This design comes from an exercise in tuning for small area on the open sky130 flow, not from production work.
RTL that was checked went through simulation tests only; none was proved equivalent to the original.
The flow treats the clock pin as an ideal source, which a real chip does not have.
Power and IR drop assume default switching activity.

==> flow/design.v <==
module top (
    input   clk,
    input   rst_n,
    output  SRCLK,
    output  RCLK,
    output  SER
);
    reg [4:0]  p;
    reg [5:0]  q;
    reg        first;
    reg [3:0]  r0, r1, r2, r3;
    reg        c;
    reg        ser_r;
    wire jump = q[5] & q[4] & q[2] & q[1] & q[0]   
              & p[3] & ~p[2] & ~p[1] & p[0];
    wire wrap = (p[4] & p[0]) | jump;              
    always @(posedge clk) begin
        if (~rst_n) begin
            p     <= 5'd1;
            q     <= 6'd22;
            first <= 1'b1;
        end else begin
            p     <= wrap ? 5'd0 : p + 5'd1;
            if (wrap) q <= jump ? 6'd0 : q + 6'd1;
            if (jump) first <= 1'b0;
        end
    end
    wire [1:0] ph  = {p[1] ^ q[0], p[0]};          
    wire       h9  = r0[3] & r0[0];                
    reg [3:0] inc;
    always @(*)
        if (first)     inc = 4'd0;
        else if (!c)   inc = r0;
        else if (h9)   inc = 4'd0;
        else           inc = r0 + 4'd1;
    always @(posedge clk) begin
        r0 <= r1;
        r1 <= r2;
        r2 <= r3;
        r3 <= inc;
        c  <= jump | (c & h9 & (ph != 2'd3));
    end
    localparam [127:0] SEGBIT = 128'hffffffffffff09011f4149990d259f03;
    always @(posedge clk)
        if (ph == q[4:3]) ser_r <= SEGBIT[{r0, q[2:0]}];
    assign SER   = ser_r;
    assign SRCLK = ~first & ~q[5] & ~p[4] & p[3];
    assign RCLK  = ~first & (q == 6'd32) & ~p[4] & (p[3] ^ (p[2] & p[1] & p[0]));
endmodule
Settings: LEC_CHECK=0, ABC_AREA=1, CAP_MARGIN=20, CORE_MARGIN=2, CORE_UTILIZATION=40, CTS_CLUSTER_DIAMETER=500, CTS_CLUSTER_SIZE=50, SLEW_MARGIN=20; clock period 10.0 ns.
run.sh (not shown) runs the stock make flow with config.mk's settings and CLKGATE_MAP_FILE= SYNTH_SCRIPT=/design/flow/synth_recipe.tcl, a recipe that flattens the netlist after the stock synthesis.
Rerun with:
Settings changed: ABC_AREA 1 to not set.
What happened:
- The new run finished with timing, DRC and antenna clean
- register-to-register slack got worse by 0.31 ns
- count of clock-buffer cells in the layout grows by 3
- power shrinks by a few percent
- non-clock buffer count stays the same
- worst setup slack improved by 0.024 ns
- sequential share of layout area grows by 0.98 points
- via count shrinks by roughly a tenth
Function was not checked in any run of this note: the RTL went through the layout flow alone.

* * *

== the reference run ==
Another version of the RTL of top (not shown whole).
Size: ~110 cells after synthesis, roughly 29 flip-flops.
export LEC_CHECK = 0
export CAP_MARGIN = 20
export CORE_AREA = 10 10 90 90
export DIE_AREA = 0 0 100 100
export PLACE_DENSITY = 0.9
export SLEW_MARGIN = 20
create_clock -name core_clock -period 10.0 [get_ports {clk}]
standard.sh (not shown) runs the stock make flow with config.mk's settings and CLKGATE_MAP_FILE= SYNTH_SCRIPT=/design/flow/synth_recipe.tcl, a recipe that flattens the netlist after the stock synthesis.
==> flow/flow/run.sh <==
#!/bin/bash
# Own layout flow: the standard ORFS flow (standard.sh) with these changes:
#  - synthesis maps the logic with several area-oriented ABC scripts
#    (flow/abc_scripts.txt) and keeps the smallest result, without the adder
#    extraction step (registers and their names are unchanged);
#  - port buffers use the smallest buffer cell;
#  - the clock tree is one buf_12 at the registers' centroid that drives every
#    register (flow/pre_cts.tcl); clock_tree_synthesis is limited to the clock
#    port's net, which then has that single sink, so it adds nothing.
# Runs in the standard flow's work folder; each tool's output is kept in orfs/logs and
# the make output in flow_make.log.
set -euo pipefail
W=$(pwd)
F="$W/flow"
bash standard.sh \
  SYNTH_SCRIPT="$F/synth.tcl" \
  MY_ABC_SCRIPTS="$F/abc_scripts.txt" \
  ADDER_MAP_FILE= \
  BUFFER_PORTS_ARGS="-buffer_cell sky130_fd_sc_hd__buf_1" \
  PRE_CTS_TCL="$F/pre_cts.tcl" \
  CTS_ARGS="-sink_clustering_enable -repair_clock_nets -clk_nets clk" \
  finish 2>&1 | tee "$W/flow_make.log"
==> flow/flow/pre_cts.tcl <==
set block [ord::get_db_block]
set sx 0.0; set sy 0.0; set n 0
foreach inst [$block getInsts] {
  if {![string match "*__*df*" [[$inst getMaster] getName]]} continue
  set bb [$inst getBBox]
  set sx [expr {$sx + ([$bb xMin] + [$bb xMax]) / 2.0}]
  set sy [expr {$sy + ([$bb yMin] + [$bb yMax]) / 2.0}]
  incr n
}
set dbu [[ord::get_db_tech] getDbUnitsPerMicron]
set cx [expr {$sx / $n / $dbu}]
set cy [expr {$sy / $n / $dbu}]
set clk_net [get_nets [[[$block findBTerm clk] getNet] getName]]
set cells {sky130_fd_sc_hd__buf_8 sky130_fd_sc_hd__buf_12 sky130_fd_sc_hd__clkbuf_16}
insert_buffer -net $clk_net -buffer_cell [lindex $cells 0] \
  -location [list $cx $cy] -buffer_name clkbuf_root -net_name clknet_root
set buf [get_cells clkbuf_root*]
set_propagated_clock [all_clocks]
foreach cell $cells {
  replace_cell $buf $cell
  estimate_parasitics -placement
  set slew 0.0
  foreach pin [get_pins -of_objects [get_nets clknet_root*]] {
    if {[get_property $pin direction] ne "input"} continue
    set s [get_property $pin slew_max]
    if {$s > $slew} { set slew $s }
  }
  puts "pre_cts: $cell at $cx $cy for $n registers, clock pin slew [format %.1f [expr {$slew * 1000}]] ps"
  if {$slew < 0.120} break
}
unset_propagated_clock [all_clocks]
Other scripts of this flow, unchanged in this note and not shown: flow/flow/abc_scripts.txt, flow/flow/synth.tcl
The reference run: done, clean on timing, DRC and antenna
Changes in the trial run relative to the reference run:
Settings: clearing PLACE_DENSITY, which used to be 0.9.
==> flow/flow/pre_cts.tcl <==
# Clock tree: a single buf_12, placed at the centroid of the registers,
# drives every register; clock_tree_synthesis (limited to the clock port's net by
# CTS_ARGS) then finds only that one sink and adds nothing.
set block [ord::get_db_block]
set sx 0.0; set sy 0.0; set n 0
foreach inst [$block getInsts] {
  if {![string match "*__*df*" [[$inst getMaster] getName]]} continue
  set bb [$inst getBBox]
  set sx [expr {$sx + ([$bb xMin] + [$bb xMax]) / 2.0}]
  set sy [expr {$sy + ([$bb yMin] + [$bb yMax]) / 2.0}]
  incr n
}
set dbu [[ord::get_db_tech] getDbUnitsPerMicron]
set cx [expr {$sx / $n / $dbu}]
set cy [expr {$sy / $n / $dbu}]
set clk_net [get_nets [[[$block findBTerm clk] getNet] getName]]
puts "pre_cts: buf_12 for [get_full_name $clk_net] at $cx $cy ($n registers)"
insert_buffer -net $clk_net -buffer_cell sky130_fd_sc_hd__buf_12 \
  -location [list $cx $cy] -buffer_name clkbuf_root -net_name clknet_root
Results
- Summary of the trial run over the reference run: HPWL after detailed placement lower, global-route usage went down by 0.18 points.
- The worst slack after detailed placement number comes out lower for the reference run vs the trial run.
- Diff the trial run..the reference run | cell area after synthesis | negligible
- Of the reference run and the trial run, the lower portion of total power attributed to the clock network belongs to the trial run.

re-timing with driven ports:
Ports are ideal in the flow. The routed layouts listed here were re-timed in OpenROAD.
Step 1 (the two cells are an assumption about what drives the block):
set clk [get_ports {clk}]
set_driving_cell -lib_cell sky130_fd_sc_hd__clkbuf_16 $clk
set_driving_cell -lib_cell sky130_fd_sc_hd__buf_2 [delete_from_list [all_inputs] $clk]
Step 2 also shifts input and output timing later by t, the mid clock arrival at the registers, as if the neighbouring blocks saw the same clock.
Three values: ideal ports, drivers, drivers and shift; two values: the first two.
| run | t (ns) | setup slack, ns | clock arrival spread, ns | worst slew at a driven data input, ns | pins driven straight from the clock port |
|---|---|---|---|---|---|
| the first run of note 1 | 0.336 | 5.904 / 5.881 / 6.217 | 0.014 / 0.014 | 0.03 | 1 |
| the second run of note 1 | 0.334 | 5.927 / 5.907 / 6.241 | 0.006 / 0.007 | 0.03 | 1 |
| the reference run | 0.163 | 6.683 / 6.656 / 6.819 | 0.008 / 0.008 | 0.04 | 1 |
| the trial run | 0.163 | 6.739 / 6.709 / 6.872 | 0.003 / 0.002 | 0.04 | 1 |
After both steps setup and hold are still met in every run listed.
